From an optimization exercise on the open Yosys and OpenROAD flow, aimed at small area and a short achievable clock period; shortcuts taken in it are not production practice. RTL that was checked went through simulation tests only; none was proved equivalent to the original. Power and IR drop assume default switching activity.

## run A
==> flow/design.v (excerpt) <==
module mp_alu(
    input sys_clk,
    input sys_rst,
    input issue,
    input[2:0] tag3,
    input[2:0] func3,
    input[6:0] flag7,
    input[3:0] shift,
    input[15:0] data_in1,
    input[15:0] data_in2,
    input fwd_en1,
    input fwd_en2,
    input[15:0] fwd_data1,
    input[15:0] fwd_data2,
    output wb,
    output wb32,
    output[31:0] wb_data
);
==> flow/config.mk <==
export PLATFORM = sky130hd
export DESIGN_NAME = mp_alu
export DESIGN_NICKNAME = mp_alu
export VERILOG_FILES = /design/flow/design.v
export SDC_FILE = /design/flow/constraint.sdc
export NUM_CORES = 4
export LEC_CHECK = 0
export ABC_AREA = 1
export CAP_MARGIN = 20
export CORE_MARGIN = 2
export CORE_UTILIZATION = 40
export SLEW_MARGIN = 20
export SYNTH_HIERARCHICAL = 1
==> flow/constraint.sdc <==
create_clock -name core_clock -period 16.0 [get_ports {sys_clk}]
set_input_delay 3.2000 -clock core_clock [delete_from_list [all_inputs] [get_ports {sys_clk}]]
set_output_delay 3.2000 -clock core_clock [all_outputs]
set_load 0.01 [all_outputs]
standard.sh (not shown) runs the stock make flow with config.mk's settings and CLKGATE_MAP_FILE= SYNTH_SCRIPT=/design/flow/synth_recipe.tcl, a recipe that flattens the netlist after the stock synthesis.
==> flow/flow/run.sh <==
#!/bin/bash
cp standard.sh standard_copy.log
export BUFFER_PORTS_ARGS="-buffer_cell sky130_fd_sc_hd__buf_2"
bash standard.sh > standard_flow.log 2>&1
Setup changes, run A to run B
Settings: an added SETUP_SLACK_MARGIN of 3.
==> flow/run.sh (new file) <==
#!/bin/bash
# synth_recipe.tcl (not shown) runs the flow's synth.tcl, then flattens the netlist and writes it again
# the make line also repeats each setting of config.mk as NAME=value (left out here)
make -C /OpenROAD-flow-scripts/flow DESIGN_CONFIG=/design/flow/config.mk WORK_HOME=/design/flow/orfs CLKGATE_MAP_FILE= SYNTH_SCRIPT=/design/flow/synth_recipe.tcl finish
removed: flow/flow/run.sh
removed: flow/standard.sh
Findings:
Run B finished every step from synthesis to the final layout, and the layout passed the timing, design-rule and antenna checks.
Comparing run A and run B, weighted congestion reported at the end of routability-driven placement is lower on run A.
Sort run A and run B by combined area of the multi-input logic cells, descending, and run B comes first.
Comparing sequential power share for run A and run B, the bigger number came from run A.
Against run A, run B comes in 26% higher on overall power.
When run B is measured against run A, its final worst slack turns out 1330 ps higher.
[compare] base=run A new=run B: transition time of the tightest slew-check pin picked up an extra 200 ps; part of the power in the clock network lost 1.2 points; wire length on met2 picked up an extra about 9%; number of buffers outside the clock class in the layout picked up an extra 116.
The inputs of run C differ from those of run B as listed below.
Settings: changing SETUP_SLACK_MARGIN from 3 to 0.
--- outcome ---
Measured against each other, run C and run B differ in setup slack, the higher figure coming from run B. The highest layer used for signal routing comes out met5 in one run and met4 in the other, namely in run C and run B respectively. The relative contribution of the clock network to total power in run C was higher than what run B gave. Looking at minimum setup slack after placement, run C sits 90 ps above run B. Of the two values seen for worst-path cell with the longest stage delay, o21ai_1 was produced by run C and fa_2 by run B.
Function was not checked in any run of this note: the RTL went through the layout flow alone.

## run 1
mp_alu, a different RTL version from the one above (not shown whole).
For scale: roughly 13000 µm² of cells after synthesis.
// mp_alu
module mp_alu(
    input sys_clk,
    input sys_rst,
    input issue,
    input[2:0] tag3,
    input[2:0] func3,
    input[6:0] flag7,
    input[3:0] shift,
    input[15:0] data_in1,
    input[15:0] data_in2,
    input fwd_en1,
    input fwd_en2,
    input[15:0] fwd_data1,
    input[15:0] fwd_data2,
    output wb,
    output wb32,
    output[31:0] wb_data
);
reg         alu_issue;
reg[2:0]    alu_tag3;
reg[2:0]    alu_func3;
reg[3:0]    alu_cmd;
reg[15:0]   alu_data_in1;
reg[15:0]   alu_data_in2;
always @(posedge sys_clk or posedge sys_rst)
begin
    if(sys_rst) alu_issue <= 0;
    else alu_issue <= issue;
end
always @(posedge sys_clk)
begin
    alu_tag3     <= tag3;
    alu_func3    <= func3;
    alu_cmd      <= func3 == 3'b101 ? flag7[3:0] : shift;
    alu_data_in1 <= data_in1;
    alu_data_in2 <= data_in2;
end
wire[15:0] A = fwd_en1 ? fwd_data1 : alu_data_in1;
wire[15:0] B = fwd_en2 ? fwd_data2 : alu_data_in2;
wire[2:0]  MODE = alu_tag3;
wire[3:0]  S = alu_cmd;
wire u_ar = alu_func3 == 3'b000;
wire u_sh = alu_func3 == 3'b010;
wire u_lu = alu_func3 == 3'b001;
wire u_bm = alu_func3 == 3'b101;
wire u_mu = alu_func3 == 3'b011;
wire bm_bfi  = u_bm && MODE == 3'b000;
wire bm_bfx  = u_bm && MODE == 3'b010;
wire bm_cmp  = u_bm && MODE == 3'b011;
wire bm_pack = u_bm && MODE == 3'b111;
wire bm_rev  = u_bm && MODE == 3'b001;
wire bm_clz  = u_bm && MODE == 3'b101;
wire bm_tbe  = u_bm && MODE == 3'b110;
wire ar_add  = u_ar && MODE == 3'b000;
wire ar_sub  = u_ar && MODE == 3'b011;
wire ar_slt  = u_ar && MODE == 3'b100;
wire ar_sltu = u_ar && MODE == 3'b110;
wire ar_mov  = u_ar && MODE[2] && MODE[0];
integer t;
wire       bf   = bm_bfi | bm_bfx;
wire[4:0]  kb   = bm_bfx ? B[3:0] + B[11:8] : {1'b0, B[11:8]};
wire       sext = A[kb[3:0]] & B[12];
reg[15:0]  bf_hi;
always @(*)
  ...
==> flow/config.mk <==
export PLATFORM = sky130hd
export DESIGN_NAME = mp_alu
export DESIGN_NICKNAME = mp_alu
export VERILOG_FILES = /design/flow/design.v
export SDC_FILE = /design/flow/constraint.sdc
export NUM_CORES = 4
export LEC_CHECK = 0
export ABC_AREA = 1
export CAP_MARGIN = 20
export CORE_MARGIN = 2
export CORE_UTILIZATION = 40
export SETUP_SLACK_MARGIN = 2.5
export SLEW_MARGIN = 20
export SYNTH_HIERARCHICAL = 1
==> flow/constraint.sdc <==
create_clock -name core_clock -period 16.0 [get_ports {sys_clk}]
set_input_delay 3.2000 -clock core_clock [delete_from_list [all_inputs] [get_ports {sys_clk}]]
set_output_delay 3.2000 -clock core_clock [all_outputs]
set_load 0.01 [all_outputs]
==> flow/flow/run.sh <==
#!/bin/bash

export BUFFER_PORTS_ARGS="-buffer_cell sky130_fd_sc_hd__buf_1"
bash standard.sh > standard_flow.log 2>&1
The final layout from run 1, which completed every stage, passed the timing, design-rule and antenna checks at the end of the flow.
Here is what was changed in the inputs of run 2 compared with run 1.
Settings: SETUP_SLACK_MARGIN now 2, was 2.5.
==> flow/flow/run.sh <==
#!/bin/bash

export BUFFER_PORTS_ARGS="-buffer_cell sky130_fd_sc_hd__buf_2"
bash standard.sh > standard_flow.log 2>&1
==> run notes <==
Clock tree buffer count of the final layout in run 2 is 1 higher than in run 1
Between run 2 and run 1, it is run 2 whose global placer's final weighted congestion is higher, by about 4%.
Taking run 1 as the reference, in run 2 global-route usage grew by 0.37 points; sequential share of layout area grew by 0.25 points; fraction of the core area covered by cells at the end of the flow shrank by 2.0 points; final standard cell area without fillers shrank by 610 µm².
Going from run 1 to run 2, fraction of final layout cells with drive strength greater than 1 shows an increase of 0.65 points, number of filler cells placed in the layout increased by 2.3% relative to the old numbers.
Here is what was changed in the inputs of run 3 compared with run 2.
Settings: TNS_END_PERCENT: unset -> 0; SETUP_SLACK_MARGIN: 2 -> 3.
## What came out
- On multi-input gate count, run 3 and run 2 are neck and neck.
- Total stage count of the critical path on run 3 is up relative to run 2.
- Compared with run 2, in run 3 number of standard cells in the final layout excluding fillers climbed 73; wire length of the first global-routing pass saw an increase.
- Run 2 → run 3: share of synthesized area occupied by flip-flops and latches essentially unchanged, fmax increased about 4%, layout buffer count excluding clock buffers increased 37%.
- In the reports for run 3 and run 2, the larger routed wire length belongs to run 3.
- Run 3 vs. run 2: total power went up; part of the total power dissipated in the clock network went down 0.4 points.

Starting RTL as in the previous note.
export LEC_CHECK = 0
export ABC_AREA = 1
export CAP_MARGIN = 20
export CORE_MARGIN = 2
export CORE_UTILIZATION = 40
export SETUP_SLACK_MARGIN = 2.5
export SLEW_MARGIN = 20
export SYNTH_HIERARCHICAL = 1
export TNS_END_PERCENT = 0
create_clock -name core_clock -period 16.0 [get_ports {sys_clk}]
==> flow/flow/run.sh <==
#!/bin/bash

export BUFFER_PORTS_ARGS="-buffer_cell sky130_fd_sc_hd__buf_2"
bash standard.sh > standard_flow.log 2>&1
Then changed:
--- a/flow/config.mk
+++ b/flow/config.mk
@@ -11,5 +11,4 @@
 export CORE_UTILIZATION = 40
-export SETUP_SLACK_MARGIN = 2.5
+export SETUP_SLACK_MARGIN = 2.75
 export SLEW_MARGIN = 20
 export SYNTH_HIERARCHICAL = 1
-export TNS_END_PERCENT = 0
After rerunning:
- count of clock-buffer cells in the layout does not change
- sequential share of layout area goes down by 0.27 points
- die area is unchanged
- synthesized cell count is unchanged
- combinational power goes up by about 4%
- setup slack is better by 270 ps
- final area goes up by 4.8%
- critical path depth stays the same
- routed wire length goes up by 4.2%
Then changed:
--- a/flow/config.mk
+++ b/flow/config.mk
@@ -11,3 +11,3 @@
 export CORE_UTILIZATION = 40
-export SETUP_SLACK_MARGIN = 2.75
+export SETUP_SLACK_MARGIN = 2.5
 export SLEW_MARGIN = 20
Result: Cell count went down by 2.5%; routed wire length shrinks by 3.7%; global-route usage fell by 0.35 points; power came out lower by 4.0%.
Then changed:
--- a/flow/config.mk
+++ b/flow/config.mk
@@ -10,3 +10,3 @@
 export CORE_MARGIN = 2
-export CORE_UTILIZATION = 40
+export CORE_UTILIZATION = 50
 export SETUP_SLACK_MARGIN = 2.5
Result:
- design area rises by 0.46%
- total power came out lower by 0.61%
- combinational power stays flat
Then changed:
--- a/flow/config.mk
+++ b/flow/config.mk
@@ -10,4 +10,4 @@
 export CORE_MARGIN = 2
-export CORE_UTILIZATION = 50
-export SETUP_SLACK_MARGIN = 2.5
+export CORE_UTILIZATION = 40
+export SETUP_SLACK_MARGIN = 1
 export SLEW_MARGIN = 20
=> Via count shrinks by 2.1%. Routed wire length fell by about 1.6%. Combinational power came out lower by about 6%. Total power fell by about 5.6%. Worst hold slack degrades by 14 ps. Area after synthesis does not change. Final area falls by 4.3%. Utilization decreases by 14 points. Count of clock-buffer cells in the layout stays the same. Fmax shrinks by about 8%. Die area rises by about 24%.

## afterwards: timing with drivers on the ports
The flow's constraints put no driver on any port. The routed layouts listed below were extracted and timed again, unchanged, in two steps.
Step 1, drivers: a clkbuf_16 drives sys_clk and a buf_2 each remaining input, both assumed.
Step 2 times the ports against the registers' clock, not the clock port: input delays grow and output delays shrink by t, the midpoint of the rising clock arrivals with the driver on.
Slacks: ideal / step 1 / step 2; pairs: ideal / step 1.
| run | t, ns | setup slack, ns | cell pins on the clock port's net |
|---|---|---|---|
| run A | 0.325 | 1.222 / 1.197 / 1.197 | 1 |
| run B | 0.334 | 2.552 / 2.500 / 2.500 | 1 |
| run C | 0.329 | 0.708 / 0.684 / 0.684 | 1 |
| run 1 | 0.321 | 2.680 / 2.660 / 2.660 | 1 |
| run 2 | 0.323 | 2.366 / 2.335 / 2.335 | 1 |
| run 3 | 0.324 | 2.905 / 2.856 / 2.856 | 1 |
| the first run of note 3 | 0.324 | 2.656 / 2.612 / 2.612 | 1 |
| the second run of note 3 | 0.323 | 2.929 / 2.884 / 2.884 | 1 |
| the third run of note 3 | 0.326 | 2.733 / 2.688 / 2.688 | 1 |
| the fourth run of note 3 | 0.320 | 2.677 / 2.634 / 2.634 | 1 |
| the fifth run of note 3 | 0.324 | 1.578 / 1.555 / 1.555 | 1 |
After both steps every run listed still meets setup and hold. The setup slack of run B, which loses most, moves by -0.052 ns with the drivers and by -0.052 ns with both steps.
